This design comes from an exercise in tuning for small area, a short achievable clock period and few clock cycles per item on the open sky130 flow, not from production work. Only simulation tests tie the RTL to the original design; equivalence was not proved.

// R_CORDIC_Unit
module R_CORDIC_Unit (
    input signed [31:0]      i_data_1,
    input signed [31:0]      i_data_2,
    input signed [31:0]      angle,
    input                    en,
    input                    rst,
    input                    clk,
    output signed [31:0]     o_data_1,
    output signed [31:0]     o_data_2,
    output                   done_flag
);
export LEC_CHECK = 0
export CAP_MARGIN = 20
export CORE_MARGIN = 2
export CORE_UTILIZATION = 60
export CTS_BUF_LIST = sky130_fd_sc_hd__clkbuf_8 sky130_fd_sc_hd__clkbuf_16
export PLACE_DENSITY = 0.7
export SLEW_MARGIN = 20
create_clock -name core_clock -period 10.0 [get_ports {clk}]
standard.sh (not shown) runs the stock make flow with config.mk's settings and CLKGATE_MAP_FILE= SYNTH_SCRIPT=/design/flow/synth_recipe.tcl, a recipe that flattens the netlist after the stock synthesis.
==> flow/flow/run.sh <==
#!/bin/bash
set -euo pipefail
export BUFFER_PORTS_ARGS="-buffer_cell sky130_fd_sc_hd__buf_1"
export SETUP_SLACK_MARGIN=5.5
bash standard.sh > standard.log 2>&1
Testbench counts at the start, summed over its fixed seeds: cycles 9,736, items 512.
==> next run, changes <==
--- a/flow/flow/run.sh
+++ b/flow/flow/run.sh
@@ -4 +4 @@
-export SETUP_SLACK_MARGIN=5.5
+export SETUP_SLACK_MARGIN=5.75
- CTS_BUF_LIST: sky130_fd_sc_hd__clkbuf_8 sky130_fd_sc_hd__clkbuf_16 -> unset
After rerunning: The changed run completed with no timing, DRC or antenna violations. Count of clock-buffer cells in the layout increases by 4. Via count increases by 0.67%. Die area is unchanged. Area after synthesis does not change. Routed wire length increases by 2.1%. Design area increases by 2.9%. Global-route usage increases by 0.21 points.
==> next run, changes <==
--- a/flow/flow/run.sh
+++ b/flow/flow/run.sh
@@ -4 +4 @@
-export SETUP_SLACK_MARGIN=5.75
+export SETUP_SLACK_MARGIN=6
- cell count is higher by 3.1%
- hold slack improves by 0.033 ns
- via count rose by 4.5%
- synthesized cell count stays the same
==> next run, changes <==
--- a/flow/flow/run.sh
+++ b/flow/flow/run.sh
@@ -4 +4 @@
-export SETUP_SLACK_MARGIN=6
+export SETUP_SLACK_MARGIN=5.5
After rerunning:
- The new run finished clean
- final area decreases by 7.6%
- non-clock buffer count came out lower by 106
- global-route usage is lower by 1.8 points
==> next run, changes <==
--- a/flow/flow/run.sh
+++ b/flow/flow/run.sh
@@ -4 +4 @@
-export SETUP_SLACK_MARGIN=5.5
+export SETUP_SLACK_MARGIN=6.25
Result: The changed run finished clean; utilization climbs by 9.6 points; cell count increases by 5.8%; area after synthesis is unchanged; cell area climbs by 15%; hold slack gains 0.025 ns; die area stays the same.
==> next run, changes <==
--- a/flow/flow/run.sh
+++ b/flow/flow/run.sh
@@ -4 +4 @@
-export SETUP_SLACK_MARGIN=6.25
+export SETUP_SLACK_MARGIN=5.75
- CTS_BUF_LIST: unset -> sky130_fd_sc_hd__clkbuf_8
- final area shrinks by roughly a tenth
- routed wire length went down by a little under a tenth
- fmax decreases by a few percent
- register-to-register slack got worse by 0.17 ns
- sequential cell count does not change
- utilization falls by 8.3 points
- clock skew rises by 0.026 ns
- via count falls by a few percent
- worst setup slack is worse by 0.17 ns
- synthesized cell count is unchanged

---

## v43
Another version of the RTL of R_CORDIC_Unit (not shown whole).
Size: ~2,100 cells after synthesis, roughly 160 I/O pins, about 0.018 mm2 of cells after synthesis.
export LEC_CHECK = 0
export CAP_MARGIN = 5
export CORE_MARGIN = 2
export CORE_UTILIZATION = 60
export CTS_BUF_LIST = sky130_fd_sc_hd__clkbuf_8
export PLACE_DENSITY = 0.7
export SLEW_MARGIN = 5
create_clock -name core_clock -period 10.0 [get_ports {clk}]
==> flow/flow/run.sh <==
#!/bin/bash
set -euo pipefail
export BUFFER_PORTS_ARGS="-buffer_cell sky130_fd_sc_hd__buf_1"
export SETUP_SLACK_MARGIN=5.75
bash standard.sh > standard.log 2>&1
Testbench counts of v43, summed over its fixed seeds: cycles 9,736, items 512.
Input-level comparison between v46 and v43:
- CAP_MARGIN changed from 5 to 20
- SLEW_MARGIN changed from 5 to 20
diff --git a/flow/flow/run.sh b/flow/flow/run.sh
--- a/flow/flow/run.sh
+++ b/flow/flow/run.sh
@@ -4 +4 @@
-export SETUP_SLACK_MARGIN=5.75
+export SETUP_SLACK_MARGIN=5.5
### Flow results
- Reported for v46 and v43, count of standard-cell rows turned out identical to the last digit.
- Delay of the slowest critical-path stage for v46: 0.08 ns up relative to v43
- v46 -> v43: multi-input combinational area share flat
- v46 — clock network area share 0.26 points lower, v43 as reference
- Going from v43 to v46, the end-of-flow core utilization was found to have gone down by 0.94 points.
Modified inputs, v6 compared to v46
- a change of CORE_UTILIZATION from 60 to 50
- a change of PLACE_DENSITY from 0.7 to 0.8
diff --git a/flow/flow/run.sh b/flow/flow/run.sh
--- a/flow/flow/run.sh
+++ b/flow/flow/run.sh
@@ -4 +4 @@
-export SETUP_SLACK_MARGIN=5.5
+export SETUP_SLACK_MARGIN=5.75
Findings:
- Going from v46 to v6, total half-perimeter wirelength after legalization and detailed placement went down, total stage count of the critical path went down, highest achievable clock rate now sits higher, cell count went up, total wirelength of the detailed-routed design went down by 1.5 mm.
- Across both runs, arrival time at the worst endpoint was lower for v6 than for v46.
- Diff v6..v46 | area after synthesis | unchanged
- On part of the cycle the worst path needs: between v46 and v6, it ends up lower for v6.
- Against v46, v6 reports a area of placed instances that is higher.
- Between v46 and v6, the flow reports wire length of the first global-routing pass decreasing slightly.

==> afterwards: timing with drivers on the ports <==
How much do the figures lean on ideal ports? The routed layouts below were timed once more, with nothing changed but the port constraints.
Step 1, drivers: a clkbuf_16 drives clk and a buf_2 each remaining input, both assumed.
Step 2 times the ports against the registers' clock, not the clock port: input delays grow and output delays shrink by t, the midpoint of the rising clock arrivals with the driver on.
Slacks: no drivers / after step 1 / after step 2; pairs: no drivers / after step 1.
| run | t, ns | setup WS [ns] | worst hold slack (ns) | worst setup path after step 2 | worst register clock-pin slew, ns |
|---|---|---|---|---|---|
| the first run of note 1 | 0.508 | 5.618 / 5.618 / 5.618 | 0.526 / 0.526 / 0.526 | register to register | 0.08 / 0.08 |
| the second run of note 1 | 0.504 | 5.830 / 5.830 / 5.830 | 0.524 / 0.524 / 0.524 | register to register | 0.08 / 0.08 |
| the third run of note 1 | 0.508 | 5.901 / 5.901 / 5.677 | 0.557 / 0.557 / 0.557 | input to register | 0.07 / 0.07 |
| the fourth run of note 1 | 0.508 | 5.614 / 5.614 / 5.614 | 0.526 / 0.526 / 0.526 | register to register | 0.08 / 0.08 |
| the fifth run of note 1 | 0.517 | 5.968 / 5.968 / 5.855 | 0.551 / 0.551 / 0.551 | input to register | 0.07 / 0.07 |
| the sixth run of note 1 | 0.561 | 5.796 / 5.796 / 5.796 | 0.531 / 0.531 / 0.531 | register to register | 0.11 / 0.11 |
| v43 | 0.555 | 5.754 / 5.754 / 5.611 | 0.449 / 0.449 / 0.449 | input to register | 0.11 / 0.11 |
| v46 | 0.557 | 5.578 / 5.578 / 5.578 | 0.442 / 0.442 / 0.442 | register to register | 0.11 / 0.11 |
| v6 | 0.541 | 5.731 / 5.731 / 5.487 | 0.465 / 0.465 / 0.465 | input to register | 0.10 / 0.10 |
After both steps setup and hold are still met in every run listed. For v6, which loses most, drivers alone change the setup slack by 0.000 ns; drivers and shift together by -0.244 ns.
